Source: an optimization exercise on an open RTL-to-GDS flow (aim: a short achievable clock period and few clock cycles). Production flows keep margins and buffers that such runs may drop.
RTL that was checked went through simulation tests only; none was proved equivalent to the original.
Power and IR drop assume default switching activity.

==> module cpu_8b, before the edit <==
module cpu_8b(
    input wire clk,
    input wire rst,
    output wire halt,
    output wire mem_we,
    output wire [7:0] mem_addr,
    output wire [7:0] mem_wdata,
    input wire [7:0] mem_rdata
);
    reg [7:0] ra, rb;
    reg [7:0] res;        
    reg halted;
    reg [7:0] ir;         
    reg irv;
    reg [7:0] ipc;        
    reg [7:0] ipc1;       
    reg [7:0] ib;         
    reg ibv;
    reg [7:0] aq;         
    reg we;
    reg [7:0] wdata;
    reg pki;              
    reg pkl;              
    reg pkr;              
    reg rki;              
    reg rkl;              
    reg rkr;              
    reg kl;               
    reg [7:0] rpc;
    reg [7:0] fp;         
    reg jf;               
    assign halt = halted;
    assign mem_we = we;
    assign mem_addr = aq;
    assign mem_wdata = wdata;
    reg [16:0] dv;
    wire [16:0] dv_ib, dv_rd;
    cpu_dec dec_ib(.i(ib), .d(dv_ib));
    cpu_dec dec_rd(.i(mem_rdata), .d(dv_rd));
    wire [3:0] off = ir[3:0];
    wire is_add = dv[0];
    wire is_and = dv[1];
    wire is_not = dv[2];
    wire is_alu = dv[3];
    wire is_ld = dv[4];
    wire is_st = dv[5];
    wire is_jmp = dv[6];
    wire is_jz = dv[7];
    wire is_halt = dv[8];
    wire reads_a = dv[9];
    wire reads_b = dv[10];
    wire fwd_ok = dv[11];
    wire o0 = dv[12];
    wire o1 = dv[13];
    wire o2 = dv[14];
    wire o3 = dv[15];
    wire x32 = dv[16];
    wire zf = (res == 8'd0);
    wire taken = is_jmp | (is_jz & zf);
    wire ldv = rkl & ~kl;                   
    wire stall = (pkl & (pkr ? reads_b : reads_a)) |
                 (ldv & (rkr ? reads_b : reads_a) & ~fwd_ok);
    wire ex = irv & ~halted & ~stall;
    wire fwa = ldv & ~rkr;
    wire fwb = ldv & rkr;
    wire [7:0] va = fwa ? mem_rdata : ra;
    wire [7:0] vb = fwb ? mem_rdata : rb;
    wire [7:0] s3 = ir[3] ? vb : va;
    wire [7:0] s2 = ir[2] ? vb : va;
    wire [7:0] r4 = ir[4] ? vb : va;
    wire fwd = ldv & (rkr ? reads_b : reads_a);
    wire [7:0] sum = fwd ? {s3[6:0], 1'b0} : (x32 ? ra + rb :
                                             (ir[3] ? {rb[6:0], 1'b0} : {ra[6:0], 1'b0}));
    wire [7:0] y = is_add ? sum : (is_and ? (s3 & s2) : ~s3);
    function [7:0] addoff(input [7:0] b, input [3:0] o);
        reg [4:0] lo;
        begin
            lo = {1'b0, b[3:0]} + {1'b0, o};
            addoff = {lo[4] ? b[7:4] + 4'd1 : b[7:4], lo[3:0]};
        end
    endfunction
    wire [7:0] ea = addoff(ipc1, off);
    wire [7:0] ta = addoff(ra, off);
    wire [7:0] tb = addoff(rb, off);
    wire [7:0] tgt = ir[4] ? tb : ta;
    wire [7:0] fpv = jf ? aq + 8'd1 : fp;
    wire [7:0] fp1 = fpv + 8'd1;
    wire n1 = ibv | rki | pki;
    wire n2 = (ibv & rki) | (ibv & pki) | (rki & pki);
    wire n3 = ibv & rki & pki;
    wire stf = is_st & (o0 | (o1 & n1) | (o2 & n2) | (o3 & n3));
    wire ldf = is_ld & ((o0 & ~n1) | (o1 & n1 & ~n2) | (o2 & n2 & ~n3) | (o3 & n3));
    wire dib = taken | (stf & ibv & o0);
    wire drd = taken | (stf & rki & (o0 | (o1 & ibv)));
    wire dfl = taken | (stf & pki & (o0 | (o1 & (ibv | rki)) | (o2 & ibv & rki)));
    wire e1_1 = ibv & ~dib;
    wire e2_1 = rki & ~drd;
    wire fin1 = pki & ~dfl;
    wire room1 = ~(e1_1 & e2_1 & fin1);
    wire over0 = irv & ibv & rki;
    wire fin0 = pki & ~over0;
    wire nibv0 = (irv & (ibv | rki)) | (ibv & rki);
    wire room0 = ~((irv | ibv | rki) & nibv0 & fin0);
    wire nx_halt = ibv ? (ib[7:5] == 3'd7) : (rki & (mem_rdata[7:5] == 3'd7));
    wire early_halt = nx_halt & (ibv | rki) & (~irv | (ex & ~is_st & ~taken));
    always @(posedge clk) begin
        if (rst) begin
            ra <= 8'd0;
            rb <= 8'd0;
            res <= 8'd1;
            halted <= 1'b0;
            ir <= 8'd0;
            dv <= 17'd0;
            irv <= 1'b0;
            ipc <= 8'd0;
            ipc1 <= 8'd1;
            ib <= 8'd0;
            ibv <= 1'b0;
            aq <= 8'd0;
            we <= 1'b0;
            wdata <= 8'd0;
            pki <= 1'b0;
            pkl <= 1'b0;
            pkr <= 1'b0;
            rki <= 1'b1;
            rkl <= 1'b0;
            rkr <= 1'b0;
            kl <= 1'b0;
            rpc <= 8'd0;
            fp <= 8'd1;
            jf <= 1'b0;
        end else begin
            if (ldv & ~rkr & ~(ex & is_alu & ~ir[4])) ra <= mem_rdata;
            if (ldv & rkr & ~(ex & is_alu & ir[4])) rb <= mem_rdata;
            if (ex & is_alu) begin
                if (ir[4]) rb <= y;
                else ra <= y;
                res <= y;
            end
            if ((ex & is_halt) | early_halt) halted <= 1'b1;
            if (ex) begin
                irv <= e1_1 | e2_1;
                ibv <= e1_1 & e2_1;
                if (e1_1) begin
                    ir <= ib;
                    dv <= dv_ib;
                    ipc <= ipc1;
                    ipc1 <= ipc1 + 8'd1;
                    ib <= mem_rdata;
                end else begin
                    ir <= mem_rdata;
                    dv <= dv_rd;
                    ipc <= rpc;
                    ipc1 <= rpc + 8'd1;
                end
            end else begin
                irv <= irv | ibv | rki;
                ibv <= nibv0;
                if (irv) begin
                    if (~ibv) ib <= mem_rdata;
                end else if (ibv) begin
                    ir <= ib;
                    dv <= dv_ib;
                    ipc <= ipc1;
                    ipc1 <= ipc1 + 8'd1;
                    ib <= mem_rdata;
                end else begin
                    ir <= mem_rdata;
                    dv <= dv_rd;
                    ipc <= rpc;
                    ipc1 <= rpc + 8'd1;
                end
            end
            rki <= ex ? fin1 : fin0;
            rkl <= pkl;
            rkr <= pkr;
            kl <= ex & pkl & is_alu & (ir[4] == pkr);
            rpc <= aq;
            we <= ex & is_st;
            pkl <= ex & is_ld;
            pkr <= ir[4];
            wdata <= r4;
            jf <= 1'b0;
            fp <= fpv;
            if (ex & (is_ld | is_st)) begin
                aq <= ea;
                pki <= is_ld ? ldf : stf;
                if (is_ld ? ldf : stf) jf <= 1'b1;
            end else if (ex & taken) begin
                aq <= tgt;
                pki <= 1'b1;
                jf <= 1'b1;
            end else begin
                aq <= fpv;
                if (ex ? room1 : (room0 & ~over0)) begin
                    pki <= 1'b1;
                    fp <= fp1;
                end else begin
                    pki <= 1'b0;
                    if (~ex & over0) fp <= rpc;
                end
            end
        end
    end
endmodule
make LEC_CHECK=0 CAP_MARGIN=20 CORE_MARGIN=2 CORE_UTILIZATION=40 SETUP_SLACK_MARGIN=3.3 SLEW_MARGIN=20 TNS_END_PERCENT=100 finish   # period 5.0 ns
run.sh (not shown) runs the stock make flow with config.mk's settings and CLKGATE_MAP_FILE= SYNTH_SCRIPT=/design/flow/synth_recipe.tcl, a recipe that flattens the netlist after the stock synthesis.
The baseline ran to the end with no violations.
Testbench counts at the start, summed over its fixed seeds: cycles 36,310.
Then changed:
--- a/flow/design.v
+++ b/flow/design.v
@@ -259,10 +259,7 @@
     reg [7:0] wdata;
     reg pki;              
-    reg pkl;              
-    reg pkr;              
+    reg pa, pb;           
     reg rki;              
-    reg rkl;              
-    reg rkr;              
-    reg kl;               
+    reg la, lb;           
     reg [7:0] rpc;
     reg [7:0] fp;         
@@ -296,16 +293,13 @@
     wire zf = (res == 8'd0);
     wire taken = is_jmp | (is_jz & zf);
-    wire ldv = rkl & ~kl;                   
-    wire stall = (pkl & (pkr ? reads_b : reads_a)) |
-                 (ldv & (rkr ? reads_b : reads_a) & ~fwd_ok);
+    wire stall = (pa & reads_a) | (pb & reads_b) |
+                 (((la & reads_a) | (lb & reads_b)) & ~fwd_ok);
     wire ex = irv & ~halted & ~stall;
-    wire fwa = ldv & ~rkr;
-    wire fwb = ldv & rkr;
-    wire [7:0] va = fwa ? mem_rdata : ra;
-    wire [7:0] vb = fwb ? mem_rdata : rb;
+    wire [7:0] va = la ? mem_rdata : ra;
+    wire [7:0] vb = lb ? mem_rdata : rb;
     wire [7:0] s3 = ir[3] ? vb : va;
     wire [7:0] s2 = ir[2] ? vb : va;
     wire [7:0] r4 = ir[4] ? vb : va;
-    wire fwd = ldv & (rkr ? reads_b : reads_a);
+    wire fwd = (la & reads_a) | (lb & reads_b);
     wire [7:0] sum = fwd ? {s3[6:0], 1'b0} : (x32 ? ra + rb :
                                              (ir[3] ? {rb[6:0], 1'b0} : {ra[6:0], 1'b0}));
@@ -359,16 +353,15 @@
             wdata <= 8'd0;
             pki <= 1'b0;
-            pkl <= 1'b0;
-            pkr <= 1'b0;
+            pa <= 1'b0;
+            pb <= 1'b0;
             rki <= 1'b1;
-            rkl <= 1'b0;
-            rkr <= 1'b0;
-            kl <= 1'b0;
+            la <= 1'b0;
+            lb <= 1'b0;
             rpc <= 8'd0;
             fp <= 8'd1;
             jf <= 1'b0;
         end else begin
-            if (ldv & ~rkr & ~(ex & is_alu & ~ir[4])) ra <= mem_rdata;
-            if (ldv & rkr & ~(ex & is_alu & ir[4])) rb <= mem_rdata;
+            if (la & ~(ex & is_alu & ~ir[4])) ra <= mem_rdata;
+            if (lb & ~(ex & is_alu & ir[4])) rb <= mem_rdata;
             if (ex & is_alu) begin
                 if (ir[4]) rb <= y;
@@ -411,11 +404,10 @@
             end
             rki <= ex ? fin1 : fin0;
-            rkl <= pkl;
-            rkr <= pkr;
-            kl <= ex & pkl & is_alu & (ir[4] == pkr);
+            la <= pa & ~(ex & is_alu & ~ir[4]);
+            lb <= pb & ~(ex & is_alu & ir[4]);
             rpc <= aq;
             we <= ex & is_st;
-            pkl <= ex & is_ld;
-            pkr <= ir[4];
+            pa <= ex & is_ld & ~ir[4];
+            pb <= ex & is_ld & ir[4];
             wdata <= r4;
             jf <= 1'b0;
The changed run completed with no timing, DRC or antenna violations; clock-buffer cell count decreases by 2; die area is lower by about 1.8%; register-to-register slack got worse by 0.04 ns; via count rises by about 6%; routed wire length climbs by 13%; final area rises by about 4%; setup slack degrades by 0.042 ns; global-route usage increases by 1.6 points; core utilization is higher by 2.9 points; first-iteration DRC count went up by about 65%; total power came out higher by 38%; worst hold slack got worse by 0.018 ns.
For the second run of this note, only the layout was checked, not whether the RTL still works.

re-timing with driven ports:
How much do the figures lean on ideal ports? The routed layouts below were timed once more, with nothing changed but the port constraints.
Step 1 assumes that a clkbuf_16 drives the clock port and a buf_2 every other input.
Step 2 moves the port delays by t, midway between the first and last clock arrival at a register: inputs arrive t later, outputs are due t later. That takes back most of the time a late clock gives input paths.
a / b / c = ideal ports / drivers / drivers and shift; a / b = the first two.
run	t, ns	setup slack, ns	hold slack, ns	worst setup path after step 2	pins driven straight from the clock port
the first run	0.406	2.809 / 2.809 / 2.521	0.507 / 0.507 / 0.507	input to register	1
the second run	0.404	2.768 / 2.768 / 2.419	0.489 / 0.489 / 0.489	input to register	1
After both steps setup and hold are still met in every run listed. The setup slack of the second run, which loses most, moves by 0.000 ns with the drivers and by -0.349 ns with both steps.
